Context: an optimization exercise on an open-source flow, tuned for small area, a short achievable clock period and few clock cycles. The choices shown serve that exercise and are no tape-out recipe. No functional check of the RTL was part of any run shown here.

==> design/flow/design.v <==
`timescale 1ns/10ps
module geofence (clk, reset, X, Y, valid, is_inside);
input clk;
input reset;
input [9:0] X;
input [9:0] Y;
output reg valid;
output reg is_inside;
localparam S0 = 3'd0, S1 = 3'd1, S2 = 3'd2, S3 = 3'd3, SF = 3'd4;
reg [3:0] cnt;           
reg [2:0] st;
reg [9:0] px, py;        
reg       wsx, wsy;      
reg [9:0] wmx_n, wmy_n;      
wire [9:0] wmx = ~wmx_n, wmy = ~wmy_n;
reg       lsx, lsy, rsx, rsy;
reg [9:0] lmx_n, lmy, rmx, rmy_n;   
wire [9:0] lmx = ~lmx_n, rmy = ~rmy_n;
wire [10:0] dx = {1'b0, X} - {1'b0, px};
wire [10:0] dy = {1'b0, Y} - {1'b0, py};
wire       dsx = dx[10];
wire       dsy = dy[10];
wire [9:0] dmx = (dx[9:0] ^ {10{dsx}}) + {9'd0, dsx};
wire [9:0] dmy = (dy[9:0] ^ {10{dsy}}) + {9'd0, dsy};
wire       a_n, a_z, b_n, b_z;
xsign ua (.a(lmx), .b(wmy), .c(lmy), .d(wmx), .neg(a_n), .zero(a_z));   
xsign ub (.a(wmx), .b(rmy), .c(rmx), .d(wmy), .neg(b_n), .zero(b_z));   
wire lzx = lmx == 0, lzy = lmy == 0, wzx = wmx == 0, wzy = wmy == 0;
wire rzx = rmx == 0, rzy = rmy == 0;
wire a_s1 = lsx ^ wsy, a_s2 = lsy ^ wsx;
wire b_s1 = wsx ^ rsy, b_s2 = wsy ^ rsx;
wire [1:0] ca = (a_s1 != a_s2) ? (((lzx || wzy) && (lzy || wzx)) ? 2'b01 : {a_s1, 1'b0})
                               : (a_z ? 2'b01 : {a_s1 ^ a_n, 1'b0});
wire [1:0] cb = (b_s1 != b_s2) ? (((wzx || rzy) && (wzy || rzx)) ? 2'b01 : {b_s1, 1'b0})
                               : (b_z ? 2'b01 : {b_s1 ^ b_n, 1'b0});
wire a_neg = ca[1], a_zero = ca[0], a_pos = !ca[1] && !ca[0];
wire b_neg = cb[1], b_zero = cb[0];
wire w_zero = wzx && wzy;
wire opp = (!lzx && (lsx != wsx)) || (!lzy && (lsy != wsy));
reg [2:0] st_n;
reg       set_l, set_r, neg_l;
always @(*) begin
    st_n  = st;
    set_l = 1'b0;
    set_r = 1'b0;
    neg_l = 1'b0;
    if (!w_zero) begin
        case (st)
        S0: begin st_n = S1; set_l = 1'b1; set_r = 1'b1; end
        S1: begin
            if (a_neg && b_neg) st_n = SF;
            else if (a_neg) begin set_l = 1'b1; if (b_zero) st_n = S2; end
            else if (b_neg) begin set_r = 1'b1; if (a_zero) st_n = S2; end
            else if (a_zero && b_zero && opp) st_n = S3;
        end
        S2: if (a_neg) st_n = SF;
        S3: if (a_pos) st_n = S2;
            else if (a_neg) begin st_n = S2; neg_l = 1'b1; end
        default: st_n = SF;
        endcase
    end
end
wire proc = (cnt >= 4'd2) && (cnt <= 4'd8);
always @(posedge clk or posedge reset) begin
    if (reset) begin
        cnt <= 4'd0;
        st <= S0;
        valid <= 1'b0;
        is_inside <= 1'b0;
    end else begin
        cnt <= (cnt == 4'd9) ? 4'd0 : cnt + 4'd1;
        valid <= (cnt == 4'd8);
        if (cnt == 4'd8) is_inside <= (st_n == SF);
        if (proc) st <= st_n;
        else st <= S0;
    end
end
always @(posedge clk) begin
    if (cnt == 4'd0) begin
        px <= X;
        py <= Y;
    end
    wsx <= dsx; wmx_n <= ~dmx;
    wsy <= dsy; wmy_n <= ~dmy;
    if (proc && set_l) begin
        lsx <= wsx; lmx_n <= wmx_n;
        lsy <= wsy; lmy <= wmy;
    end else if (proc && neg_l) begin
        lsx <= !lsx;
        lsy <= !lsy;
    end
    if (proc && set_r) begin
        rsx <= wsx; rmx <= wmx;
        rsy <= wsy; rmy_n <= wmy_n;
    end
end
endmodule
module xsign (input [9:0] a, input [9:0] b, input [9:0] c, input [9:0] d, output neg, output zero);
wire [9:0] cn = ~c, dn = ~d;
wire t1, t2, t3, t4, t5, t6, t7, t8, t9, t10, t11, t12, t13, t14, t15, t16, t17, t18, t19, t20, t21, t22, t23, t24, t25, t26, t27, t28, t29, t30, t31, t32, t33, t34, t35, t36, t37, t38, t39, t40, t41, t42, t43, t44, t45, t46, t47, t48, t49, t50, t51, t52, t53, t54, t55, t56, t57, t58, t59, t60, t61, t62, t63, t64, t65, t66, t67, t68, t69, t70, t71, t72, t73, t74, t75, t76, t77, t78, t79, t80, t81, t82, t83, t84, t85, t86, t87, t88, t89, t90, t91, t92, t93, t94, t95, t96, t97, t98, t99, t100, t101, t102, t103, t104, t105, t106, t107, t108, t109, t110, t111, t112, t113, t114, t115, t116, t117, t118, t119, t120, t121, t122, t123, t124, t125, t126, t127, t128, t129, t130, t131, t132, t133, t134, t135, t136, t137, t138, t139, t140, t141, t142, t143, t144, t145, t146, t147, t148, t149, t150, t151, t152, t153, t154, t155, t156, t157, t158, t159, t160, t161, t162, t163, t164, t165, t166, t167, t168, t169, t170, t171, t172, t173, t174, t175, t176, t177, t178, t179, t180, t181, t182, t183, t184, t185, t186, t187, t188, t189, t190, t191, t192, t193, t194, t195, t196, t197, t198, t199, t200, t201, t202, t203, t204, t205, t206, t207, t208, t209, t210, t211, t212, t213, t214, t215, t216, t217, t218, t219, t220, t221, t222, t223, t224, t225, t226, t227, t228, t229, t230, t231, t232, t233, t234, t235, t236, t237, t238, t239, t240, t241, t242, t243, t244, t245, t246, t247, t248, t249, t250, t251, t252, t253, t254, t255, t256, t257, t258, t259, t260, t261, t262, t263, t264, t265, t266, t267, t268, t269, t270, t271, t272, t273, t274, t275, t276, t277, t278, t279, t280, t281, t282, t283, t284, t285, t286, t287, t288, t289, t290, t291, t292, t293, t294, t295, t296, t297, t298, t299, t300, t301, t302, t303, t304, t305, t306, t307, t308, t309, t310, t311, t312, t313, t314, t315, t316, t317, t318, t319, t320, t321, t322, t323, t324, t325, t326, t327, t328, t329, t330, t331, t332, t333, t334, t335, t336, t337, t338, t339, t340, t341, t342, t343, t344, t345, t346, t347, t348, t349, t350, t351, t352, t353, t354, t355, t356, t357, t358, t359, t360, t361, t362, t363, t364, t365, t366, t367, t368, t369, t370, t371, t372, t373, t374, t375, t376, t377, t378, t379, t380, t381, t382, t383, t384, t385, t386, t387, t388, t389, t390, t391, t392, t393, t394, t395, t396, t397, t398, t399, t400, t401, t402, t403, t404, t405, t406, t407, t408, t409, t410, t411, t412, t413, t414, t415, t416, t417, t418, t419, t420, t421, t422, t423, t424, t425, t426, t427, t428, t429, t430, t431, t432, t433, t434, t435, t436, t437, t438, t439, t440, t441, t442, t443, t444, t445, t446, t447, t448, t449, t450, t451, t452, t453, t454, t455, t456, t457, t458, t459, t460, t461, t462, t463, t464, t465, t466, t467, t468, t469, t470, t471, t472, t473, t474, t475, t476, t477, t478, t479, t480, t481, t482, t483, t484, t485, t486, t487, t488, t489, t490, t491, t492, t493, t494, t495, t496, t497, t498, t499, t500, t501, t502, t503, t504, t505, t506, t507, t508, t509, t510, t511, t512, t513, t514, t515, t516, t517, t518, t519, t520, t521, t522, t523, t524, t525, t526, t527, t528, t529, t530, t531, t532, t533, t534, t535, t536, t537, t538, t539, t540, t541, t542, t543, t544, t545, t546, t547, t548, t549, t550, t551, t552, t553, t554, t555, t556, t557, t558, t559, t560, t561, t562, t563, t564, t565, t566, t567, t568, t569, t570, t571, t572, t573, t574, t575, t576, t577, t578, t579, t580, t581, t582, t583, t584, t585, t586, t587, t588, t589, t590, t591, t592, t593, t594, t595, t596, t597, t598, t599, t600, t601, t602, t603, t604;
assign t1 = (a[0] & b[0]);
assign t2 = (cn[0] & d[0]);
assign t3 = d[0];
assign t4 = (a[0] & b[1]);
assign t5 = (a[1] & b[0]);
assign t6 = (cn[1] & d[0]);
assign t7 = (cn[0] & d[1]);
assign t8 = d[1];
assign t9 = (a[0] & b[2]);
assign t10 = (a[1] & b[1]);
assign t11 = (a[2] & b[0]);
assign t12 = (cn[2] & d[0]);
assign t13 = (cn[1] & d[1]);
assign t14 = (cn[0] & d[2]);
assign t15 = d[2];
assign t16 = (a[0] & b[3]);
assign t17 = (a[1] & b[2]);
assign t18 = (a[2] & b[1]);
assign t19 = (a[3] & b[0]);
assign t20 = (cn[3] & d[0]);
assign t21 = (cn[2] & d[1]);
assign t22 = (cn[1] & d[2]);
assign t23 = (cn[0] & d[3]);
assign t24 = d[3];
assign t25 = (a[0] & b[4]);
assign t26 = (a[1] & b[3]);
assign t27 = (a[2] & b[2]);
assign t28 = (a[3] & b[1]);
assign t29 = (a[4] & b[0]);
assign t30 = (cn[4] & d[0]);
assign t31 = (cn[3] & d[1]);
assign t32 = (cn[2] & d[2]);
assign t33 = (cn[1] & d[3]);
assign t34 = (cn[0] & d[4]);
assign t35 = d[4];
assign t36 = (a[0] & b[5]);
assign t37 = (a[1] & b[4]);
assign t38 = (a[2] & b[3]);
assign t39 = (a[3] & b[2]);
assign t40 = (a[4] & b[1]);
assign t41 = (a[5] & b[0]);
assign t42 = (cn[5] & d[0]);
assign t43 = (cn[4] & d[1]);
assign t44 = (cn[3] & d[2]);
assign t45 = (cn[2] & d[3]);
assign t46 = (cn[1] & d[4]);
assign t47 = (cn[0] & d[5]);
assign t48 = d[5];
assign t49 = (a[0] & b[6]);
assign t50 = (a[1] & b[5]);
assign t51 = (a[2] & b[4]);
assign t52 = (a[3] & b[3]);
assign t53 = (a[4] & b[2]);
assign t54 = (a[5] & b[1]);
assign t55 = (a[6] & b[0]);
assign t56 = (cn[6] & d[0]);
assign t57 = (cn[5] & d[1]);
assign t58 = (cn[4] & d[2]);
assign t59 = (cn[3] & d[3]);
assign t60 = (cn[2] & d[4]);
assign t61 = (cn[1] & d[5]);
assign t62 = (cn[0] & d[6]);
assign t63 = d[6];
assign t64 = (a[0] & b[7]);
assign t65 = (a[1] & b[6]);
assign t66 = (a[2] & b[5]);
assign t67 = (a[3] & b[4]);
assign t68 = (a[4] & b[3]);
assign t69 = (a[5] & b[2]);
assign t70 = (a[6] & b[1]);
assign t71 = (a[7] & b[0]);
assign t72 = (cn[7] & d[0]);
assign t73 = (cn[6] & d[1]);
assign t74 = (cn[5] & d[2]);
assign t75 = (cn[4] & d[3]);
assign t76 = (cn[3] & d[4]);
assign t77 = (cn[2] & d[5]);
assign t78 = (cn[1] & d[6]);
assign t79 = (cn[0] & d[7]);
assign t80 = d[7];
assign t81 = (a[0] & b[8]);
assign t82 = (a[1] & b[7]);
assign t83 = (a[2] & b[6]);
assign t84 = (a[3] & b[5]);
assign t85 = (a[4] & b[4]);
assign t86 = (a[5] & b[3]);
assign t87 = (a[6] & b[2]);
assign t88 = (a[7] & b[1]);
assign t89 = (a[8] & b[0]);
assign t90 = (cn[8] & d[0]);
assign t91 = (cn[7] & d[1]);
assign t92 = (cn[6] & d[2]);
assign t93 = (cn[5] & d[3]);
assign t94 = (cn[4] & d[4]);
assign t95 = (cn[3] & d[5]);
assign t96 = (cn[2] & d[6]);
assign t97 = (cn[1] & d[7]);
assign t98 = (cn[0] & d[8]);
assign t99 = d[8];
assign t100 = (a[0] & b[9]);
assign t101 = (a[1] & b[8]);
assign t102 = (a[2] & b[7]);
assign t103 = (a[3] & b[6]);
assign t104 = (a[4] & b[5]);
assign t105 = (a[5] & b[4]);
assign t106 = (a[6] & b[3]);
assign t107 = (a[7] & b[2]);
assign t108 = (a[8] & b[1]);
assign t109 = (a[9] & b[0]);
assign t110 = (cn[9] & d[0]);
assign t111 = (cn[8] & d[1]);
assign t112 = (cn[7] & d[2]);
assign t113 = (cn[6] & d[3]);
assign t114 = (cn[5] & d[4]);
assign t115 = (cn[4] & d[5]);
assign t116 = (cn[3] & d[6]);
assign t117 = (cn[2] & d[7]);
assign t118 = (cn[1] & d[8]);
assign t119 = (cn[0] & d[9]);
assign t120 = d[9];
assign t121 = (a[1] & b[9]);
assign t122 = (a[2] & b[8]);
assign t123 = (a[3] & b[7]);
assign t124 = (a[4] & b[6]);
assign t125 = (a[5] & b[5]);
assign t126 = (a[6] & b[4]);
assign t127 = (a[7] & b[3]);
assign t128 = (a[8] & b[2]);
assign t129 = (a[9] & b[1]);
assign t130 = (cn[9] & d[1]);
assign t131 = (cn[8] & d[2]);
assign t132 = (cn[7] & d[3]);
assign t133 = (cn[6] & d[4]);
assign t134 = (cn[5] & d[5]);
assign t135 = (cn[4] & d[6]);
assign t136 = (cn[3] & d[7]);
assign t137 = (cn[2] & d[8]);
assign t138 = (cn[1] & d[9]);
assign t139 = dn[0];
assign t140 = (a[2] & b[9]);
assign t141 = (a[3] & b[8]);
assign t142 = (a[4] & b[7]);
assign t143 = (a[5] & b[6]);
assign t144 = (a[6] & b[5]);
assign t145 = (a[7] & b[4]);
assign t146 = (a[8] & b[3]);
assign t147 = (a[9] & b[2]);
assign t148 = (cn[9] & d[2]);
assign t149 = (cn[8] & d[3]);
assign t150 = (cn[7] & d[4]);
assign t151 = (cn[6] & d[5]);
assign t152 = (cn[5] & d[6]);
assign t153 = (cn[4] & d[7]);
assign t154 = (cn[3] & d[8]);
assign t155 = (cn[2] & d[9]);
assign t156 = dn[1];
assign t157 = (a[3] & b[9]);
assign t158 = (a[4] & b[8]);
assign t159 = (a[5] & b[7]);
assign t160 = (a[6] & b[6]);
assign t161 = (a[7] & b[5]);
assign t162 = (a[8] & b[4]);
assign t163 = (a[9] & b[3]);
assign t164 = (cn[9] & d[3]);
assign t165 = (cn[8] & d[4]);
assign t166 = (cn[7] & d[5]);
assign t167 = (cn[6] & d[6]);
assign t168 = (cn[5] & d[7]);
assign t169 = (cn[4] & d[8]);
assign t170 = (cn[3] & d[9]);
assign t171 = dn[2];
assign t172 = (a[4] & b[9]);
assign t173 = (a[5] & b[8]);
assign t174 = (a[6] & b[7]);
assign t175 = (a[7] & b[6]);
assign t176 = (a[8] & b[5]);
assign t177 = (a[9] & b[4]);
assign t178 = (cn[9] & d[4]);
assign t179 = (cn[8] & d[5]);
assign t180 = (cn[7] & d[6]);
assign t181 = (cn[6] & d[7]);
assign t182 = (cn[5] & d[8]);
assign t183 = (cn[4] & d[9]);
assign t184 = dn[3];
assign t185 = (a[5] & b[9]);
assign t186 = (a[6] & b[8]);
assign t187 = (a[7] & b[7]);
assign t188 = (a[8] & b[6]);
assign t189 = (a[9] & b[5]);
assign t190 = (cn[9] & d[5]);
assign t191 = (cn[8] & d[6]);
assign t192 = (cn[7] & d[7]);
assign t193 = (cn[6] & d[8]);
assign t194 = (cn[5] & d[9]);
assign t195 = dn[4];
assign t196 = (a[6] & b[9]);
assign t197 = (a[7] & b[8]);
assign t198 = (a[8] & b[7]);
assign t199 = (a[9] & b[6]);
assign t200 = (cn[9] & d[6]);
assign t201 = (cn[8] & d[7]);
assign t202 = (cn[7] & d[8]);
assign t203 = (cn[6] & d[9]);
assign t204 = dn[5];
assign t205 = (a[7] & b[9]);
assign t206 = (a[8] & b[8]);
assign t207 = (a[9] & b[7]);
assign t208 = (cn[9] & d[7]);
assign t209 = (cn[8] & d[8]);
assign t210 = (cn[7] & d[9]);
assign t211 = dn[6];
assign t212 = (a[8] & b[9]);
assign t213 = (a[9] & b[8]);
assign t214 = (cn[9] & d[8]);
assign t215 = (cn[8] & d[9]);
assign t216 = dn[7];
assign t217 = (a[9] & b[9]);
assign t218 = (cn[9] & d[9]);
assign t219 = dn[8];
assign t220 = dn[9];
assign {t222, t221} = {1'b0, t100} + {1'b0, t101} + {1'b0, t102};
assign {t224, t223} = {1'b0, t121} + {1'b0, t122} + {1'b0, t123};
assign {t226, t225} = {1'b0, t49} + {1'b0, t50} + {1'b0, t51};
assign {t228, t227} = {1'b0, t64} + {1'b0, t65} + {1'b0, t66};
assign {t230, t229} = {1'b0, t67} + {1'b0, t68} + {1'b0, t69};
assign t231 = t70 ^ t71;
assign t232 = t70 & t71;
assign {t234, t233} = {1'b0, t81} + {1'b0, t82} + {1'b0, t83};
assign {t236, t235} = {1'b0, t84} + {1'b0, t85} + {1'b0, t86};
assign {t238, t237} = {1'b0, t87} + {1'b0, t88} + {1'b0, t89};
assign {t240, t239} = {1'b0, t90} + {1'b0, t91} + {1'b0, t92};
assign t241 = t93 ^ t94;
assign t242 = t93 & t94;
assign {t244, t243} = {1'b0, t103} + {1'b0, t104} + {1'b0, t105};
assign {t246, t245} = {1'b0, t106} + {1'b0, t107} + {1'b0, t108};
assign {t248, t247} = {1'b0, t109} + {1'b0, t110} + {1'b0, t111};
assign {t250, t249} = {1'b0, t112} + {1'b0, t113} + {1'b0, t114};
assign {t252, t251} = {1'b0, t115} + {1'b0, t116} + {1'b0, t117};
assign t253 = t118 ^ t119;
assign t254 = t118 & t119;
assign {t256, t255} = {1'b0, t124} + {1'b0, t125} + {1'b0, t126};
assign {t258, t257} = {1'b0, t127} + {1'b0, t128} + {1'b0, t129};
assign {t260, t259} = {1'b0, t130} + {1'b0, t131} + {1'b0, t132};
assign {t262, t261} = {1'b0, t133} + {1'b0, t134} + {1'b0, t135};
assign {t264, t263} = {1'b0, t136} + {1'b0, t137} + {1'b0, t138};
assign t265 = ~(t139 ^ t223);
assign t266 = t139 | t223;
assign {t268, t267} = {1'b0, t140} + {1'b0, t141} + {1'b0, t142};
assign {t270, t269} = {1'b0, t143} + {1'b0, t144} + {1'b0, t145};
assign {t272, t271} = {1'b0, t146} + {1'b0, t147} + {1'b0, t148};
assign {t274, t273} = {1'b0, t149} + {1'b0, t150} + {1'b0, t151};
assign {t276, t275} = {1'b0, t152} + {1'b0, t153} + {1'b0, t154};
assign t277 = t155 ^ t156;
assign t278 = t155 & t156;
assign {t280, t279} = {1'b0, t157} + {1'b0, t158} + {1'b0, t159};
assign {t282, t281} = {1'b0, t160} + {1'b0, t161} + {1'b0, t162};
assign {t284, t283} = {1'b0, t163} + {1'b0, t164} + {1'b0, t165};
assign {t286, t285} = {1'b0, t166} + {1'b0, t167} + {1'b0, t168};
assign {t288, t287} = {1'b0, t172} + {1'b0, t173} + {1'b0, t174};
assign {t290, t289} = {1'b0, t175} + {1'b0, t176} + {1'b0, t177};
assign {t292, t291} = {1'b0, t25} + {1'b0, t26} + {1'b0, t27};
assign {t294, t293} = {1'b0, t36} + {1'b0, t37} + {1'b0, t38};
assign {t296, t295} = {1'b0, t39} + {1'b0, t40} + {1'b0, t41};
assign t297 = t42 ^ t43;
assign t298 = t42 & t43;
assign {t300, t299} = {1'b0, t52} + {1'b0, t53} + {1'b0, t54};
assign {t302, t301} = {1'b0, t55} + {1'b0, t56} + {1'b0, t57};
assign {t304, t303} = {1'b0, t58} + {1'b0, t59} + {1'b0, t60};
assign t305 = t61 ^ t62;
assign t306 = t61 & t62;
assign {t308, t307} = {1'b0, t72} + {1'b0, t73} + {1'b0, t74};
assign {t310, t309} = {1'b0, t75} + {1'b0, t76} + {1'b0, t77};
assign {t312, t311} = {1'b0, t78} + {1'b0, t79} + {1'b0, t80};
assign {t314, t313} = {1'b0, t227} + {1'b0, t229} + {1'b0, t231};
assign {t316, t315} = {1'b0, t95} + {1'b0, t96} + {1'b0, t97};
assign {t318, t317} = {1'b0, t98} + {1'b0, t99} + {1'b0, t233};
assign {t320, t319} = {1'b0, t235} + {1'b0, t237} + {1'b0, t239};
assign {t322, t321} = {1'b0, t241} + {1'b0, t228} + {1'b0, t230};
assign {t324, t323} = {1'b0, t120} + {1'b0, t221} + {1'b0, t243};
assign {t326, t325} = {1'b0, t245} + {1'b0, t247} + {1'b0, t249};
assign {t328, t327} = {1'b0, t251} + {1'b0, t253} + {1'b0, t234};
assign {t330, t329} = {1'b0, t236} + {1'b0, t238} + {1'b0, t240};
assign {t332, t331} = {1'b0, t222} + {1'b0, t255} + {1'b0, t257};
assign {t334, t333} = {1'b0, t259} + {1'b0, t261} + {1'b0, t263};
assign {t336, t335} = {1'b0, t265} + {1'b0, t244} + {1'b0, t246};
assign {t338, t337} = {1'b0, t248} + {1'b0, t250} + {1'b0, t252};
assign {t340, t339} = {1'b0, t224} + {1'b0, t267} + {1'b0, t269};
assign {t342, t341} = {1'b0, t271} + {1'b0, t273} + {1'b0, t275};
assign {t344, t343} = {1'b0, t277} + {1'b0, t256} + {1'b0, t258};
assign {t346, t345} = {1'b0, t260} + {1'b0, t262} + {1'b0, t264};
assign {t348, t347} = {1'b0, t169} + {1'b0, t170} + {1'b0, t171};
assign {t350, t349} = {1'b0, t279} + {1'b0, t281} + {1'b0, t283};
assign {t352, t351} = {1'b0, t285} + {1'b0, t268} + {1'b0, t270};
assign {t354, t353} = {1'b0, t272} + {1'b0, t274} + {1'b0, t276};
assign {t356, t355} = {1'b0, t178} + {1'b0, t179} + {1'b0, t180};
assign {t358, t357} = {1'b0, t181} + {1'b0, t182} + {1'b0, t183};
assign {t360, t359} = {1'b0, t184} + {1'b0, t287} + {1'b0, t289};
assign {t362, t361} = {1'b0, t280} + {1'b0, t282} + {1'b0, t284};
assign {t364, t363} = {1'b0, t185} + {1'b0, t186} + {1'b0, t187};
assign {t366, t365} = {1'b0, t188} + {1'b0, t189} + {1'b0, t190};
assign {t368, t367} = {1'b0, t191} + {1'b0, t192} + {1'b0, t193};
assign {t370, t369} = {1'b0, t194} + {1'b0, t195} + {1'b0, t288};
assign {t372, t371} = {1'b0, t196} + {1'b0, t197} + {1'b0, t198};
assign {t374, t373} = {1'b0, t199} + {1'b0, t200} + {1'b0, t201};
assign t375 = t9 ^ t10;
assign t376 = t9 & t10;
assign {t378, t377} = {1'b0, t16} + {1'b0, t17} + {1'b0, t18};
assign {t380, t379} = {1'b0, t19} + {1'b0, t20} + {1'b0, t21};
assign {t382, t381} = {1'b0, t28} + {1'b0, t29} + {1'b0, t30};
assign {t384, t383} = {1'b0, t31} + {1'b0, t32} + {1'b0, t33};
assign t385 = t34 ^ t35;
assign t386 = t34 & t35;
assign {t388, t387} = {1'b0, t44} + {1'b0, t45} + {1'b0, t46};
assign {t390, t389} = {1'b0, t47} + {1'b0, t48} + {1'b0, t293};
assign {t392, t391} = {1'b0, t295} + {1'b0, t297} + {1'b0, t292};
assign {t394, t393} = {1'b0, t63} + {1'b0, t225} + {1'b0, t299};
assign {t396, t395} = {1'b0, t301} + {1'b0, t303} + {1'b0, t305};
assign {t398, t397} = {1'b0, t294} + {1'b0, t296} + {1'b0, t298};
assign {t400, t399} = {1'b0, t226} + {1'b0, t307} + {1'b0, t309};
assign {t402, t401} = {1'b0, t311} + {1'b0, t313} + {1'b0, t300};
assign {t404, t403} = {1'b0, t302} + {1'b0, t304} + {1'b0, t306};
assign {t406, t405} = {1'b0, t232} + {1'b0, t315} + {1'b0, t317};
assign {t408, t407} = {1'b0, t319} + {1'b0, t321} + {1'b0, t308};
assign {t410, t409} = {1'b0, t310} + {1'b0, t312} + {1'b0, t314};
assign {t412, t411} = {1'b0, t242} + {1'b0, t323} + {1'b0, t325};
assign {t414, t413} = {1'b0, t327} + {1'b0, t329} + {1'b0, t316};
assign {t416, t415} = {1'b0, t318} + {1'b0, t320} + {1'b0, t322};
assign {t418, t417} = {1'b0, t254} + {1'b0, t331} + {1'b0, t333};
assign {t420, t419} = {1'b0, t335} + {1'b0, t337} + {1'b0, t324};
assign {t422, t421} = {1'b0, t326} + {1'b0, t328} + {1'b0, t330};
assign {t424, t423} = {1'b0, t266} + {1'b0, t339} + {1'b0, t341};
assign {t426, t425} = {1'b0, t343} + {1'b0, t345} + {1'b0, t332};
assign {t428, t427} = {1'b0, t334} + {1'b0, t336} + {1'b0, t338};
assign {t430, t429} = {1'b0, t278} + {1'b0, t347} + {1'b0, t349};
assign {t432, t431} = {1'b0, t351} + {1'b0, t353} + {1'b0, t340};
assign {t434, t433} = {1'b0, t342} + {1'b0, t344} + {1'b0, t346};
assign {t436, t435} = {1'b0, t286} + {1'b0, t355} + {1'b0, t357};
assign {t438, t437} = {1'b0, t359} + {1'b0, t361} + {1'b0, t348};
assign {t440, t439} = {1'b0, t350} + {1'b0, t352} + {1'b0, t354};
assign {t442, t441} = {1'b0, t290} + {1'b0, t363} + {1'b0, t365};
assign {t444, t443} = {1'b0, t367} + {1'b0, t369} + {1'b0, t356};
assign {t446, t445} = {1'b0, t358} + {1'b0, t360} + {1'b0, t362};
assign {t448, t447} = {1'b0, t202} + {1'b0, t203} + {1'b0, t204};
assign {t450, t449} = {1'b0, t371} + {1'b0, t373} + {1'b0, t364};
assign {t452, t451} = {1'b0, t366} + {1'b0, t368} + {1'b0, t370};
assign {t454, t453} = {1'b0, t205} + {1'b0, t206} + {1'b0, t207};
assign {t456, t455} = {1'b0, t208} + {1'b0, t209} + {1'b0, t210};
assign {t458, t457} = {1'b0, t211} + {1'b0, t372} + {1'b0, t374};
assign {t460, t459} = {1'b0, t212} + {1'b0, t213} + {1'b0, t214};
assign t461 = t4 ^ t5;
assign t462 = t4 & t5;
assign {t464, t463} = {1'b0, t11} + {1'b0, t12} + {1'b0, t13};
assign t465 = t14 ^ t15;
assign t466 = t14 & t15;
assign {t468, t467} = {1'b0, t22} + {1'b0, t23} + {1'b0, t24};
assign {t470, t469} = {1'b0, t377} + {1'b0, t379} + {1'b0, t376};
assign {t472, t471} = {1'b0, t291} + {1'b0, t381} + {1'b0, t383};
assign {t474, t473} = {1'b0, t385} + {1'b0, t378} + {1'b0, t380};
assign {t476, t475} = {1'b0, t387} + {1'b0, t389} + {1'b0, t391};
assign {t478, t477} = {1'b0, t382} + {1'b0, t384} + {1'b0, t386};
assign {t480, t479} = {1'b0, t393} + {1'b0, t395} + {1'b0, t397};
assign {t482, t481} = {1'b0, t388} + {1'b0, t390} + {1'b0, t392};
assign {t484, t483} = {1'b0, t399} + {1'b0, t401} + {1'b0, t403};
assign {t486, t485} = {1'b0, t394} + {1'b0, t396} + {1'b0, t398};
assign {t488, t487} = {1'b0, t405} + {1'b0, t407} + {1'b0, t409};
assign {t490, t489} = {1'b0, t400} + {1'b0, t402} + {1'b0, t404};
assign {t492, t491} = {1'b0, t411} + {1'b0, t413} + {1'b0, t415};
assign {t494, t493} = {1'b0, t406} + {1'b0, t408} + {1'b0, t410};
assign {t496, t495} = {1'b0, t417} + {1'b0, t419} + {1'b0, t421};
assign {t498, t497} = {1'b0, t412} + {1'b0, t414} + {1'b0, t416};
assign {t500, t499} = {1'b0, t423} + {1'b0, t425} + {1'b0, t427};
assign {t502, t501} = {1'b0, t418} + {1'b0, t420} + {1'b0, t422};
assign {t504, t503} = {1'b0, t429} + {1'b0, t431} + {1'b0, t433};
assign {t506, t505} = {1'b0, t424} + {1'b0, t426} + {1'b0, t428};
assign {t508, t507} = {1'b0, t435} + {1'b0, t437} + {1'b0, t439};
assign {t510, t509} = {1'b0, t430} + {1'b0, t432} + {1'b0, t434};
assign {t512, t511} = {1'b0, t441} + {1'b0, t443} + {1'b0, t445};
assign {t514, t513} = {1'b0, t436} + {1'b0, t438} + {1'b0, t440};
assign {t516, t515} = {1'b0, t447} + {1'b0, t449} + {1'b0, t451};
assign {t518, t517} = {1'b0, t442} + {1'b0, t444} + {1'b0, t446};
assign {t520, t519} = {1'b0, t453} + {1'b0, t455} + {1'b0, t457};
assign {t522, t521} = {1'b0, t448} + {1'b0, t450} + {1'b0, t452};
assign {t524, t523} = {1'b0, t215} + {1'b0, t216} + {1'b0, t459};
assign {t526, t525} = {1'b0, t454} + {1'b0, t456} + {1'b0, t458};
assign {t528, t527} = {1'b0, t217} + {1'b0, t218} + {1'b0, t219};
assign t529 = t6 ^ t7;
assign t530 = t6 & t7;
assign {t532, t531} = {1'b0, t375} + {1'b0, t463} + {1'b0, t465};
assign {t534, t533} = {1'b0, t467} + {1'b0, t469} + {1'b0, t464};
assign {t536, t535} = {1'b0, t471} + {1'b0, t473} + {1'b0, t468};
assign {t538, t537} = {1'b0, t475} + {1'b0, t477} + {1'b0, t472};
assign {t540, t539} = {1'b0, t479} + {1'b0, t481} + {1'b0, t476};
assign {t542, t541} = {1'b0, t483} + {1'b0, t485} + {1'b0, t480};
assign {t544, t543} = {1'b0, t487} + {1'b0, t489} + {1'b0, t484};
assign {t546, t545} = {1'b0, t491} + {1'b0, t493} + {1'b0, t488};
assign {t548, t547} = {1'b0, t495} + {1'b0, t497} + {1'b0, t492};
assign {t550, t549} = {1'b0, t499} + {1'b0, t501} + {1'b0, t496};
assign {t552, t551} = {1'b0, t503} + {1'b0, t505} + {1'b0, t500};
assign {t554, t553} = {1'b0, t507} + {1'b0, t509} + {1'b0, t504};
assign {t556, t555} = {1'b0, t511} + {1'b0, t513} + {1'b0, t508};
assign {t558, t557} = {1'b0, t515} + {1'b0, t517} + {1'b0, t512};
assign {t560, t559} = {1'b0, t519} + {1'b0, t521} + {1'b0, t516};
assign {t562, t561} = {1'b0, t523} + {1'b0, t525} + {1'b0, t520};
assign {t564, t563} = {1'b0, t460} + {1'b0, t527} + {1'b0, t524};
assign t565 = t1 ^ t2;
assign t566 = t1 & t2;
assign {t568, t567} = {1'b0, t8} + {1'b0, t461} + {1'b0, t529};
assign {t570, t569} = {1'b0, t462} + {1'b0, t531} + {1'b0, t530};
assign {t572, t571} = {1'b0, t466} + {1'b0, t533} + {1'b0, t532};
assign {t574, t573} = {1'b0, t470} + {1'b0, t535} + {1'b0, t534};
assign {t576, t575} = {1'b0, t474} + {1'b0, t537} + {1'b0, t536};
assign {t578, t577} = {1'b0, t478} + {1'b0, t539} + {1'b0, t538};
assign {t580, t579} = {1'b0, t482} + {1'b0, t541} + {1'b0, t540};
assign {t582, t581} = {1'b0, t486} + {1'b0, t543} + {1'b0, t542};
assign {t584, t583} = {1'b0, t490} + {1'b0, t545} + {1'b0, t544};
assign {t586, t585} = {1'b0, t494} + {1'b0, t547} + {1'b0, t546};
assign {t588, t587} = {1'b0, t498} + {1'b0, t549} + {1'b0, t548};
assign {t590, t589} = {1'b0, t502} + {1'b0, t551} + {1'b0, t550};
assign {t592, t591} = {1'b0, t506} + {1'b0, t553} + {1'b0, t552};
assign {t594, t593} = {1'b0, t510} + {1'b0, t555} + {1'b0, t554};
assign {t596, t595} = {1'b0, t514} + {1'b0, t557} + {1'b0, t556};
assign {t598, t597} = {1'b0, t518} + {1'b0, t559} + {1'b0, t558};
assign {t600, t599} = {1'b0, t522} + {1'b0, t561} + {1'b0, t560};
assign {t602, t601} = {1'b0, t526} + {1'b0, t563} + {1'b0, t562};
assign {t604, t603} = {1'b0, t220} + {1'b0, t528} + {1'b0, t564};
wire [20:0] r1 = {1'b1, t603, t601, t599, t597, t595, t593, t591, t589, t587, t585, t583, t581, t579, t577, t575, t573, t571, t569, t567, t3};
wire [20:0] r2 = {t604, t602, t600, t598, t596, t594, t592, t590, t588, t586, t584, t582, t580, t578, t576, t574, t572, t570, t568, t566, t565};
wire cg0_0 = (r1[1] & r2[1]) | ((r1[1] | r2[1]) & (r1[0] & r2[0]));
wire cp0_0 = (r1[1] | r2[1]) & (r1[0] | r2[0]);
wire cg0_2 = (r1[3] & r2[3]) | ((r1[3] | r2[3]) & (r1[2] & r2[2]));
wire cp0_2 = (r1[3] | r2[3]) & (r1[2] | r2[2]);
wire cg0_4 = (r1[5] & r2[5]) | ((r1[5] | r2[5]) & (r1[4] & r2[4]));
wire cp0_4 = (r1[5] | r2[5]) & (r1[4] | r2[4]);
wire cg0_6 = (r1[7] & r2[7]) | ((r1[7] | r2[7]) & (r1[6] & r2[6]));
wire cp0_6 = (r1[7] | r2[7]) & (r1[6] | r2[6]);
wire cg0_8 = (r1[9] & r2[9]) | ((r1[9] | r2[9]) & (r1[8] & r2[8]));
wire cp0_8 = (r1[9] | r2[9]) & (r1[8] | r2[8]);
wire cg0_10 = (r1[11] & r2[11]) | ((r1[11] | r2[11]) & (r1[10] & r2[10]));
wire cp0_10 = (r1[11] | r2[11]) & (r1[10] | r2[10]);
wire cg0_12 = (r1[13] & r2[13]) | ((r1[13] | r2[13]) & (r1[12] & r2[12]));
wire cp0_12 = (r1[13] | r2[13]) & (r1[12] | r2[12]);
wire cg0_14 = (r1[15] & r2[15]) | ((r1[15] | r2[15]) & (r1[14] & r2[14]));
wire cp0_14 = (r1[15] | r2[15]) & (r1[14] | r2[14]);
wire cg0_16 = (r1[17] & r2[17]) | ((r1[17] | r2[17]) & (r1[16] & r2[16]));
wire cp0_16 = (r1[17] | r2[17]) & (r1[16] | r2[16]);
wire cg0_18 = (r1[19] & r2[19]) | ((r1[19] | r2[19]) & (r1[18] & r2[18]));
wire cp0_18 = (r1[19] | r2[19]) & (r1[18] | r2[18]);
wire cg1_0 = cg0_2 | (cp0_2 & cg0_0);
wire cp1_0 = cp0_2 & cp0_0;
wire cg1_2 = cg0_6 | (cp0_6 & cg0_4);
wire cp1_2 = cp0_6 & cp0_4;
wire cg1_4 = cg0_10 | (cp0_10 & cg0_8);
wire cp1_4 = cp0_10 & cp0_8;
wire cg1_6 = cg0_14 | (cp0_14 & cg0_12);
wire cp1_6 = cp0_14 & cp0_12;
wire cg1_8 = cg0_18 | (cp0_18 & cg0_16);
wire cp1_8 = cp0_18 & cp0_16;
wire cg2_0 = cg1_2 | (cp1_2 & cg1_0);
wire cp2_0 = cp1_2 & cp1_0;
wire cg2_2 = cg1_6 | (cp1_6 & cg1_4);
wire cp2_2 = cp1_6 & cp1_4;
wire cg3_0 = cg2_2 | (cp2_2 & cg2_0);
wire cp3_0 = cp2_2 & cp2_0;
wire cg4_0 = cg1_8 | (cp1_8 & cg3_0);
wire cp4_0 = cp1_8 & cp3_0;
assign neg = r1[20] ^ r2[20] ^ cg4_0;
wire [20:0] zc = {r1[19:0] | r2[19:0], 1'b0};
assign zero = ((r1 ^ r2) == zc);
endmodule
==> design/flow/flow/run.sh <==
#!/bin/bash
# Standard ORFS layout with two additions (same clock period and constraints):
#  1. after the standard synthesis, flow/polarity.py removes the inverters that
#     Yosys's full-adder extraction leaves between adders (logic unchanged);
#  2. timing repair aims at a larger setup slack than the default.
set -euo pipefail
RES="$PWD/orfs/results/$FLOW_PLATFORM/geofence/base"
LIB="$FLOW_HOME/platforms/$FLOW_PLATFORM/lib/sky130_fd_sc_hd__tt_025C_1v80.lib"
bash standard.sh "$RES/1_2_yosys.v" > synth.log 2>&1
cp "$RES/1_2_yosys.v" 1_2_yosys.before_polarity.v
python3 flow/polarity.py "$RES/1_2_yosys.v" "$LIB" > polarity.log 2>&1
bash standard.sh SETUP_SLACK_6.5=MARGIN finish > layout.log 2>&1
==> design/flow/flow/polarity.py <==
#!/usr/bin/env python3
"""Inverter clean-up for a Yosys-mapped sky130hd netlist (flat, one module).

A full adder is self-dual: FA(~a, ~b, ~c) = (~sum, ~cout).  Simple gates have
an output-complemented twin with the same pins (and2/nand2, or2/nor2, ...).
This pass removes every inverter, then picks for each full adder and each such
gate whether it works in complemented polarity, so that as few signals as
possible need an inverter, re-adding one inverter per signal that still needs
its complement.  The logic function of the netlist is unchanged.

usage: polarity.py netlist.v liberty.lib [out.v]
"""
import re, sys, random

src, libf = sys.argv[1], sys.argv[2]
dst = sys.argv[3] if len(sys.argv) > 3 else src
P = "sky130_fd_sc_hd__"
OUTPINS = {"X", "Y", "Q", "Q_N", "SUM", "COUT", "HI", "LO"}
PAIRS = [("and2", "nand2"), ("or2", "nor2"), ("xor2", "xnor2"), ("a21o", "a21oi"),
         ("o21a", "o21ai"), ("a22o", "a22oi"), ("o22a", "o22ai"), ("and3", "nand3"),
         ("or3", "nor3"), ("and4", "nand4"), ("or4", "nor4"), ("a211o", "a211oi"),
         ("o211a", "o211ai"), ("a31o", "a31oi"), ("o31a", "o31ai"), ("and2b", "nand2b"),
         ("or2b", "nor2b"), ("mux2", "mux2i")]
COMP = {}
for a, b in PAIRS:
    COMP[a] = b
    COMP[b] = a

lib = open(libf).read()
area = {}
cpos = [(m.start(), m.group(1)) for m in re.finditer(r'cell \("(' + P + r'\w+)"\)', lib)]
for i, (pos, name) in enumerate(cpos):
    end = cpos[i + 1][0] if i + 1 < len(cpos) else len(lib)
    m = re.search(r'\n\s*area : ([0-9.]+);', lib[pos:end])
    if m:
        area[name] = float(m.group(1))
dont_use = {"sky130_fd_sc_hd__probe_p_8", "sky130_fd_sc_hd__probec_p_8"}

def family(t):
    m = re.match(P + r'(\w+?)_(\d+)$', t)
    return (m.group(1), int(m.group(2))) if m else (None, None)

def comp_type(t):
    fam, _ = family(t)
    c = COMP.get(fam)
    if not c:
        return None
    for size in (1, 2, 0, 4):
        name = f"{P}{c}_{size}"
        if name in area:
            return name
    return None

text = open(src).read()
mstart = text.index("module ")
hdr_end = text.index(";", mstart) + 1
endm = text.rindex("endmodule")
body = text[hdr_end:endm]
inst_re = re.compile(r'\n(\s*)(' + P + r'\w+)\s+(\S+)\s*\((.*?)\);', re.S)
pin_re = re.compile(r'\.(\w+)\(\s*((?:\\\S+\s)|[^()\s]*)\s*\)')
cells = []
for m in inst_re.finditer(body):
    pins = [(p, n.strip()) for p, n in pin_re.findall(m.group(4))]
    cells.append({"type": m.group(2), "name": m.group(3), "pins": pins, "span": m.span()})
ports = set()
for m in re.finditer(r'\n\s*(?:input|output|inout)\s+(?:\[[^\]]*\]\s*)?([^;]+);', body):
    for n in m.group(1).split(","):
        ports.add(n.strip())
def netbase(n):
    return n.split("[")[0].strip() if not n.startswith("\\") else n

drv = {}
for i, c in enumerate(cells):
    for p, n in c["pins"]:
        if p in OUTPINS and n:
            drv[n] = (i, p)

def is_inv(c):
    fam, _ = family(c["type"])
    return fam in ("inv", "clkinv")

removable = set()
for i, c in enumerate(cells):
    if is_inv(c):
        y = dict(c["pins"]).get("Y")
        a = dict(c["pins"]).get("A")
        if y and a and netbase(y) not in ports and not y.startswith("1'") and not a.startswith("1'"):
            removable.add(i)

memo = {}
def base(n):
    if n in memo:
        return memo[n]
    d = drv.get(n)
    if d and d[0] in removable:
        a = dict(cells[d[0]]["pins"])["A"]
        b, q = base(a)
        r = (b, q ^ 1)
    else:
        r = (n, 0)
    memo[n] = r
    return r

flip_kind = {}
for i, c in enumerate(cells):
    if i in removable:
        continue
    fam, _ = family(c["type"])
    if fam == "fa":
        flip_kind[i] = "fa"
    elif fam in COMP and comp_type(c["type"]):
        flip_kind[i] = "gate"
flip = {i: 0 for i in flip_kind}

# consumer pins
cons = {}      # base -> list of (cell, pin index, q)
for i, c in enumerate(cells):
    if i in removable:
        continue
    for k, (p, n) in enumerate(c["pins"]):
        if p in OUTPINS or not n or n.startswith("1'"):
            continue
        b, q = base(n)
        cons.setdefault(b, []).append((i, k, q))
cell_in_bases = {}
for b, lst in cons.items():
    for i, k, q in lst:
        cell_in_bases.setdefault(i, set()).add(b)
cell_out_bases = {}
for n, (i, p) in drv.items():
    if i not in removable:
        cell_out_bases.setdefault(i, set()).add(n)

def fdrv(b):
    d = drv.get(b)
    return flip.get(d[0], 0) if d else 0

def needs(b):
    fd = fdrv(b)
    for i, k, q in cons.get(b, ()):
        fc = flip[i] if flip_kind.get(i) == "fa" else 0
        if q ^ fc ^ fd:
            return 1
    return 0

INV = area[P + "inv_1"]
def gate_cost(i):
    if flip_kind.get(i) == "gate" and flip[i]:
        return area[comp_type(cells[i]["type"])] - area[cells[i]["type"]]
    return 0.0

def affected(i):
    s = set(cell_out_bases.get(i, ()))
    if flip_kind[i] == "fa":
        s |= cell_in_bases.get(i, set())
    return s

def total():
    return INV * sum(needs(b) for b in cons) + sum(gate_cost(i) for i in flip_kind)

start = total()
before_inv = len(removable)
rng = random.Random(1)
order = list(flip_kind)

def local_cost(i):
    aff = affected(i)
    return INV * sum(needs(b) for b in aff) + gate_cost(i)

def greedy():
    improved = True
    passes = 0
    while improved and passes < 50:
        improved = False
        passes += 1
        rng.shuffle(order)
        for i in order:
            c0 = local_cost(i)
            flip[i] ^= 1
            c1 = local_cost(i)
            if c1 < c0 - 1e-9:
                improved = True
            else:
                flip[i] ^= 1

# simulated annealing over single flips, then greedy polish
import math
cur = total()
best, bestflip = cur, dict(flip)
T0, T1 = 4.0, 0.05
steps = 400 * len(order) if order else 0
for s_ in range(steps):
    T = T0 * (T1 / T0) ** (s_ / max(1, steps - 1))
    i = order[rng.randrange(len(order))]
    c0 = local_cost(i)
    flip[i] ^= 1
    c1 = local_cost(i)
    d = c1 - c0
    if d <= 0 or rng.random() < math.exp(-d / T):
        cur += d
        if cur < best - 1e-9:
            best, bestflip = cur, dict(flip)
    else:
        flip[i] ^= 1
flip.update(bestflip)
greedy()
end = total()

# rewrite
newpins = {i: list(c["pins"]) for i, c in enumerate(cells)}
newtype = {i: c["type"] for i, c in enumerate(cells)}
for i, k in flip_kind.items():
    if k == "gate" and flip[i]:
        t = comp_type(cells[i]["type"])
        newtype[i] = t
        outp = "Y" if family(t)[0] in [b for a, b in PAIRS] and family(t)[0] != "mux2" or family(t)[0] == "mux2i" else "X"
        # inverting families use Y, non-inverting use X
        fam = family(t)[0]
        outp = "Y" if fam in ("nand2", "nor2", "xnor2", "a21oi", "o21ai", "a22oi", "o22ai", "nand3", "nor3", "nand4", "nor4", "a211oi", "o211ai", "a31oi", "o31ai", "nand2b", "nor2b", "mux2i") else "X"
        newpins[i] = [((outp if p in ("X", "Y") else p), n) for p, n in newpins[i]]
newinv = []
newwires = []
cnt = 0
for b, lst in cons.items():
    fd = fdrv(b)
    invnet = None
    for i, k, q in lst:
        fc = flip[i] if flip_kind.get(i) == "fa" else 0
        if q ^ fc ^ fd:
            if invnet is None:
                cnt += 1
                invnet = f"_pol{cnt}_"
                newwires.append(invnet)
                newinv.append((f"_polinv{cnt}_", b, invnet))
            n = invnet
        else:
            n = b
        p, _ = newpins[i][k]
        newpins[i][k] = (p, n)

def fmt(n):
    return n + " " if n.startswith("\\") else n
out = []
pos = 0
for i, c in enumerate(cells):
    s, e = c["span"]
    out.append(body[pos:s])
    pos = e
    if i in removable:
        continue
    ind = "\n  "
    pins = ",\n".join(f"    .{p}({fmt(n)})" for p, n in newpins[i])
    out.append(f"{ind}{newtype[i]} {c['name']} (\n{pins}\n  );")
out.append(body[pos:])
for name, a, y in newinv:
    out.append(f"  {P}inv_1 {name} (\n    .A({fmt(a)}),\n    .Y({y})\n  );\n")
nb = "".join(out)
decl = "".join(f"\n  wire {w};" for w in newwires)
res = text[:hdr_end] + decl + nb + text[endm:]
open(dst, "w").write(res)
nflip = sum(1 for i in flip if flip[i])
print(f"polarity: removed {before_inv} inverters, added {len(newinv)}; flipped {nflip} cells; cost {start:.1f} -> {end:.1f} (um2, inverters + gate swaps)")
==> design/flow/standard.sh <==
#!/bin/bash
# synth_recipe.tcl (not shown) runs the flow's synth.tcl, then flattens the netlist and writes it again
# the make line also repeats each setting of config.mk as NAME=value (left out here)
make -C /OpenROAD-flow-scripts/flow DESIGN_CONFIG=/design/flow/config.mk WORK_HOME=/design/flow/orfs CLKGATE_MAP_FILE= SYNTH_SCRIPT=/design/flow/synth_recipe.tcl "${@:-finish}"
==> design/flow/config.mk <==
export PLATFORM = sky130hd
export DESIGN_NAME = geofence
export DESIGN_NICKNAME = geofence
export VERILOG_FILES = /design/flow/design.v
export SDC_FILE = /design/flow/constraint.sdc
export NUM_CORES = 4
export LEC_CHECK = 0
export ABC_CLOCK_PERIOD_IN_PS = 4000
export CAP_MARGIN = 20
export CORE_MARGIN = 2
export CORE_UTILIZATION = 40
export SLEW_MARGIN = 20
==> design/flow/constraint.sdc <==
create_clock -name core_clock -period 13.0 [get_ports {clk}]
set_input_delay 2.6000 -clock core_clock [delete_from_list [all_inputs] [get_ports {clk}]]
set_output_delay 2.6000 -clock core_clock [all_outputs]
set_load 0.01 [all_outputs]
==> results of run 1 <==
## flip-flops by register name, indices dropped and copies added (netlist names)
register and count:
wmy_n 10, rmy_n 10, lmy 10, is_inside 1, px 10, rsx 1, lmx_n 10, wsx 1
py 10, lsx 1, rsy 1, st 3, lsy 1, cnt 4, wmx_n 10, rmx 10
valid 1, wsy 1
## placed cells by master, fill, tap and decap left out, types with 4 or more instances in the layout
| cell | count |
|---|---|
| mux2i_1 | 5 |
| a21oi_1 | 34 |
| xnor2_1 | 59 |
| a21o_1 | 7 |
| nor2_1 | 432 |
| clkbuf_16 | 9 |
| nor3_1 | 23 |
| a31oi_1 | 4 |
| fa_1 | 360 |
| o21ai_0 | 15 |
| o31ai_1 | 7 |
| ha_1 | 124 |
| nand2_1 | 21 |
| clkdlybuf4s50_1 | 23 |
| nor4_1 | 15 |
| buf_4 | 21 |
| or4_1 | 8 |
| and2_1 | 5 |
| edfxtp_1 | 64 |
| nand2b_1 | 6 |
| nand4_1 | 15 |
| xor2_1 | 27 |
| nand3_1 | 8 |
| dfxtp_1 | 22 |
| inv_1 | 169 |
| nor2b_1 | 11 |
| o22ai_1 | 4 |
| o21a_1 | 7 |
| dfrtp_1 | 9 |
## worst min-delay path by stage
stage | startpoint | cells past startpoint | to
2_1_floorplan | wsx$_DFF_P_ | 0 | rsx$_DFFE_PP_
3_3_place_gp | px[0]$_DFFE_PN_ | 1 | wmx_n[0]$_DFF_P_
3_5_place_dp | px[0]$_DFFE_PN_ | 1 | wmx_n[0]$_DFF_P_
4_1_cts | px[0]$_DFFE_PN_ | 1 | wmx_n[0]$_DFF_P_
5_1_grt | py[0]$_DFFE_PN_ | 1 | wmy_n[0]$_DFF_P_
6_report | px[0]$_DFFE_PN_ | 1 | wmx_n[0]$_DFF_P_
## per-stage QoR
| step | hold slack (ns) | setup WS, ns | cell area (um2) |
|---|---|---|---|
| 2_1_floorplan | 0.409 | 5.67 | 16300 |
| 3_3_place_gp | 0.472 | 5.33 | 17000 |
| 3_5_place_dp | 0.484 | 5.18 | 17000 |
| 4_1_cts | 0.510 | 5.16 | 17300 |
| 5_1_grt | 0.543 | 5.12 | 17300 |
| 6_report | 0.498 | 5.45 | 17300 |
## area by class of cell
cell class | instances | area, um2
Fill cell | 3809 | 22600
Multi-Input combinational cell | 1253 | 12700
Sequential cell | 95 | 2590
Tap cell | 525 | 657
Inverter | 169 | 634
Timing Repair Buffer | 44 | 388
Clock buffer | 11 | 233
Clock inverter | 5 | 33.8
## layer usage
layer	wire length, um	part of all wire	vias to the layer above
met5	0	0	-
met4	1410	0.034	0
met3	3150	0.076	87
met2	19800	0.48	460
met1	17200	0.41	5909
li1	-	-	4972
==> metrics.md, run 1 <==
| Metric | Value |
|---|---|
| Maximum clock rate | `between 0.1 and 0.15 GHz` |
| Last element of the critical path | `rmx[2]$_DFFE_PP_` |
| Slew headroom | `0.355` |
| Core Util, Final | `0.433` |
| Cell area after synthesis | `roughly 0.016 mm2` |
| Starting density of the core | `0.408` |
| Clock network latency to the later pin of the worst-skew pair | `roughly 0.35 ns` |
| Result of the run | `no timing/DRC/antenna violations` |
| Pin count of the biggest net entering global routing | `26` |
| Path length in cells of the critical path | `19` |
| CP dominant cell by count | `fa_1` |
| Port Buf Inserts | `23` |
| Max-slew violation count | `0` |
| Clock tree from TritonCTS | `yes` |
| Crit path DAT | `approximately 7.5 ns` |
| Initial detailed-routing violation count | `between 700 and 800` |
| Hold violation count in the final report | `0` |
| Count of hold buffers inserted by post-cts repair | `0` |
| Number of I/O pins | `24` |
| Largest stage delay on the critical path | `approximately 0.83 ns` |
| Final critical path time including I/O delays and setup | `7.55 ns` |
| Number of routed nets with antenna violations | `0` |
| Overall overflow remaining after global route | `0` |
| Initial antenna violation count | `0` |
| Clock Skew | `0.0103 ns` |
| Detailed-router iteration count before antenna repair | `5` |
| Cell breakdown of the critical path | `buf_4 > nor2_1 > fa_1 > fa_1 > fa_1 > fa_1 > fa_1 > fa_1 > inv_1 > ha_1 > nor4_1 > nand3_1 > a211o_1 > a31oi_2 > xnor2_1 > inv_1 > a221o_1 > o21a_1 > nor2_4` |
| Part of the cycle the worst path needs | `0.581` |
| Synth warn | `1` |
| DRC violation count after routing | `0` |
| Clock slew seen by the registers of the worst setup and hold paths | `0.07 ns` |
| Core box area | `0.0399 mm2` |
| HPWL after DPL | `roughly 32 mm` |
| DIE HEIGHT | `~210 um` |
| Maximum buffer depth of the clock tree | `2` |
| Met1 demand-to-capacity share in global routing | `0.291` |
| Gate count after technology mapping | `around 1600` |
| Launching element type of the critical path | `flip-flop` |
| Placed Instances | `between 2000 and 2500` |
| DR vias | `between 10000 and 15000` |
| Post-CTS setup buffer count | `0` |
| Worst slew pin tran | `0.959 ns` |
| Depth of the worst register-to-register path | `19` |
| Register-to-register setup slack | `around 5.4 ns` |
| Maximum level of the CTS H-tree | `3` |
| Met3 track demand over resource | `0.0326` |
| Total routing resource utilization after global routing | `0.213` |
| Die X-Extent | `206 um` |
| Kind of cell adding the most delay to the critical path | `adder cells` |
| Synthesized net count | `2109` |
| Worst r2r dst | `rmx[2]$_DFFE_PP_` |
| Number of standard cells in the final layout excluding fillers | `2102` |
| Layout Area Growth over Synthesis | `6.11%` |
| Highest fanout seen on the critical path | `22` |
| Wire length of the first global-routing pass | `around 69 mm` |
| Number of buffers and inverters on the critical path | `3` |
| Worst hold path type | `reg -> reg` |
| Sum of negative setup slack | `0 ns` |
| Average wire length per cell after detail routing | `19.7 um` |
| CP max stage cell | `dfxtp_1` |
| Worst setup path startpoint | `wmy_n[5]$_DFF_P_` |
| Inserted Diodes | `0` |
| Final routed wirelength across all metal layers | `just over 40 mm` |
| Final number of setup-violating endpoints | `0` |
| Number of sinks on the clock net | `between 90 and 100` |
| Routing layer with the top usage in global route | `met2` |
| Reg-to-Reg Start | `wmy_n[5]$_DFF_P_` |
| Layout cell share with drive strength beyond 1 | `0.0304` |
| Root Buffer | `clkbuf_16` |
| Row Count | `73` |
| Kind of end point of the critical path | `flip-flop` |
| Quantity of gates resized following cts | `0` |
| Reported max-cap violation count | `0` |
| Category of the critical setup timing path | `reg -> reg` |
| Final #Nets | `a little over 2000` |
| Data required time of the worst path | `approximately 13 ns` |
| Mean post-synth cell area | `between 10 and 15 um2` |
| Floorplan die area | `approximately 0.042 mm2` |
| RSZ-0062 raised after global routing | `no` |
| Clock buffer count from CTS | `9` |
| Number of global-route vias before repair | `~13000` |
| Met2 Use GR | `0.345` |
| Number of vias per cell after detailed routing | `approximately 5.4` |
| RePlAce Congestion | `0.836` |
==> run 2, diff against run 1 <==
--- a/design/flow/config.mk
+++ b/design/flow/config.mk
@@ -5,7 +5,6 @@
 export SDC_FILE = /design/flow/constraint.sdc
 export NUM_CORES = 4
 export LEC_CHECK = 0
-export ABC_CLOCK_PERIOD_IN_PS = 4000
 export CAP_MARGIN = 20
 export CORE_MARGIN = 2
 export CORE_UTILIZATION = 40
==> run 2 against run 1 <==
Net effect:
- area after synthesis unchanged
- worst hold slack did not move
- setup slack unchanged
- count of clock-buffer cells in the layout is the same
- first-iteration DRC count unchanged
- global-route usage unchanged
- critical endpoint unchanged
- highest routed layer unchanged
==> metrics.md, run 2 <==
| Metric | Value |
|---|---|
| Most frequent cells in the layout | `nor2_1 (432), fa_1 (360), inv_1 (169), ha_1 (124), edfxtp_1 (64)` |
| Most common cell after layout, fill and taps aside | `nor2_1` |
| Initial detailed-routing violation count | `713 (unchanged)` |
| Max-slew violation count | `0 (unchanged)` |
| Highest fanout seen on the critical path | `22 (unchanged)` |
| Row Count | `73 (unchanged)` |
| Number of vias per cell after detailed routing | `5.44 (unchanged)` |
| Clock slew seen by the registers of the worst setup and hold paths | `0.07 ns (about the same)` |
| Quantity of gates resized following cts | `0 (unchanged)` |
| Layout cell share with drive strength beyond 1 | `0.0304 (unchanged)` |
| Worst hold path type | `reg -> reg` |
| Reg-to-Reg Start | `wmy_n[5]$_DFF_P_` |
| Pin count of the biggest net entering global routing | `26 (unchanged)` |
| Depth of the worst register-to-register path | `19 (unchanged)` |
| Inserted Diodes | `0 (unchanged)` |
| Final routed wirelength across all metal layers | `41.5 mm (unchanged)` |
| Number of global-route vias before repair | `12700 (unchanged)` |
| Floorplan die area | `0.0423 mm2 (unchanged)` |
| Slew headroom | `0.355 (unchanged)` |
| Final number of setup-violating endpoints | `0 (unchanged)` |
| Number of I/O pins | `24 (unchanged)` |
| Hold Crit Start | `px[0]$_DFFE_PN_` |
| Number of sinks on the clock net | `95 (unchanged)` |
| Synth warn | `1 (unchanged)` |
| Data required time of the worst path | `12.98 ns (about the same)` |
| HPWL after DPL | `31.6 mm (unchanged)` |
| Die X-Extent | `206 um (unchanged)` |
| Worst r2r dst | `rmx[2]$_DFFE_PP_` |
| Maximum buffer depth of the clock tree | `2 (unchanged)` |
| Register-to-register setup slack | `5.45 ns (about the same)` |
| Clock buffer count from CTS | `9 (unchanged)` |
| Wire length of the first global-routing pass | `68.7 mm (unchanged)` |
| DR vias | `11400 (unchanged)` |
| Clock network latency to the later pin of the worst-skew pair | `0.35 ns (about the same)` |
| Layout Area Growth over Synthesis | `6.11% (unchanged)` |
| Final critical path time including I/O delays and setup | `7.55 ns (unchanged)` |
| Clock Skew | `0.0103 ns (unchanged)` |
| Average wire length per cell after detail routing | `19.7 um (unchanged)` |
| Root Buffer | `clkbuf_16` |
| Synthesized net count | `2109 (unchanged)` |
| RePlAce Congestion | `0.836 (unchanged)` |
| Worst setup path startpoint | `wmy_n[5]$_DFF_P_` |
| Cell area after synthesis | `0.0163 mm2 (unchanged)` |
| DIE HEIGHT | `206 um (unchanged)` |
| Port Buf Inserts | `23 (unchanged)` |
| Worst slew pin tran | `0.959 ns (unchanged)` |
| Number of routed nets with antenna violations | `0 (unchanged)` |
| Last element of the critical path | `rmx[2]$_DFFE_PP_` |
| Count of hold buffers inserted by post-cts repair | `0 (unchanged)` |
| Final #Nets | `2078 (unchanged)` |
| Part of the cycle the worst path needs | `0.581 (unchanged)` |
| Detailed-router iteration count before antenna repair | `5 (unchanged)` |
| Result of the run | `no timing/DRC/antenna violations` |
| Maximum level of the CTS H-tree | `3 (unchanged)` |
| Mean post-synth cell area | `10.2 um2 (unchanged)` |
| RSZ-0062 raised after global routing | `no` |
| Starting density of the core | `0.408 (unchanged)` |
| Core box area | `0.0399 mm2 (unchanged)` |
| Total routing resource utilization after global routing | `0.213 (unchanged)` |
| Kind of end point of the critical path | `flip-flop` |
| Launching element type of the critical path | `flip-flop` |
| Category of the critical setup timing path | `reg -> reg` |
| Initial antenna violation count | `0 (unchanged)` |
| Post-CTS setup buffer count | `0 (unchanged)` |
| Hold violation count in the final report | `0 (unchanged)` |
| Post-Route Hold Slack | `0.498 ns (unchanged)` |
| Maximum clock rate | `0.132 GHz (unchanged)` |
| Gate count after technology mapping | `1603 (unchanged)` |
| DRC violation count after routing | `0 (unchanged)` |
| Reported max-cap violation count | `0 (unchanged)` |
| Sum of negative setup slack | `0 ns (unchanged)` |
| Clock tree from TritonCTS | `yes` |
| Crit path DAT | `7.53 ns (about the same)` |
| Overall overflow remaining after global route | `0 (unchanged)` |
==> run 2: stage by stage <==
step / worst slack [ns] / cells / area, um2 / util
detailed placement: 5.18 / 2086 / 17000 / 0.426
global placement: 5.33 / 2086 / 17000 / 0.426
CTS: 5.16 / 2102 / 17300 / 0.432
floorplan: 5.67 / 1603 / 16300 / -
finish: 5.45 / 2102 / 17300 / 0.433
global route: 5.12 / 2102 / 17300 / 0.433
==> run 2: area by class of cell <==
class / count / area, um2
Inverter: 169 / 634
Fill cell: 3809 / 22600
Tap cell: 525 / 657
Sequential cell: 95 / 2590
Multi-Input combinational cell: 1253 / 12700
Clock inverter: 5 / 33.8
Timing Repair Buffer: 44 / 388
Clock buffer: 11 / 233
==> run 2: worst min-delay path by stage <==
| stage | to | slack, ns | depth (start not counted) |
|---|---|---|---|
| floorplan | rsx$_DFFE_PP_ | 0.41 | 0 |
| global placement | wmx_n[0]$_DFF_P_ | 0.47 | 1 |
| detailed placement | wmx_n[0]$_DFF_P_ | 0.48 | 1 |
| CTS | wmx_n[0]$_DFF_P_ | 0.51 | 1 |
| global route | wmy_n[0]$_DFF_P_ | 0.54 | 1 |
| finish | wmx_n[0]$_DFF_P_ | 0.50 | 1 |
==> run 2: routing by layer <==
layer	track usage	share of wire
met2	0.345	0.48
met1	0.291	0.41
met3	0.0326	0.076
met4	0.0763	0.034
met5	0	0
==> run 2: worst max-delay path: stages (launching register included) <==
cell     delay (ns)
dfxtp_1        0.83
buf_4          0.36
nor2_1         0.10
fa_1           0.50
fa_1           0.53
fa_1           0.58
fa_1           0.45
fa_1           0.51
fa_1           0.52
inv_1          0.05
ha_1           0.22
nor4_1         0.27
nand3_1        0.16
a211o_1        0.36
a31oi_2        0.18
xnor2_1        0.21
inv_1          0.14
a221o_1        0.44
o21a_1         0.25
nor2_4         0.50

[port drivers added, routing unchanged]
How much do the figures lean on ideal ports? The routed layouts below were timed once more, with nothing changed but the port constraints. Step 1 (the two cells are an assumption about what drives the block):
set clk [get_ports {clk}]
set_driving_cell -lib_cell sky130_fd_sc_hd__clkbuf_16 $clk
set_driving_cell -lib_cell sky130_fd_sc_hd__buf_2 [delete_from_list [all_inputs] $clk]
Step 2 times the ports against the registers' clock, not the clock port: input delays grow and output delays shrink by t, the midpoint of the rising clock arrivals with the driver on. a / b / c = ideal ports / drivers / drivers and shift; a / b = the first two.
| run | shift t [ns] | setup WS [ns] | clock arrival spread, ns | worst slew at a driven data input, ns |
|---|---|---|---|---|
| run 1 | 0.395 | 5.448 / 5.448 / 5.448 | 0.010 / 0.011 | 0.04 |
| run 2 | 0.395 | 5.448 / 5.448 / 5.448 | 0.010 / 0.011 | 0.04 |
After both steps every run listed still meets setup and hold.
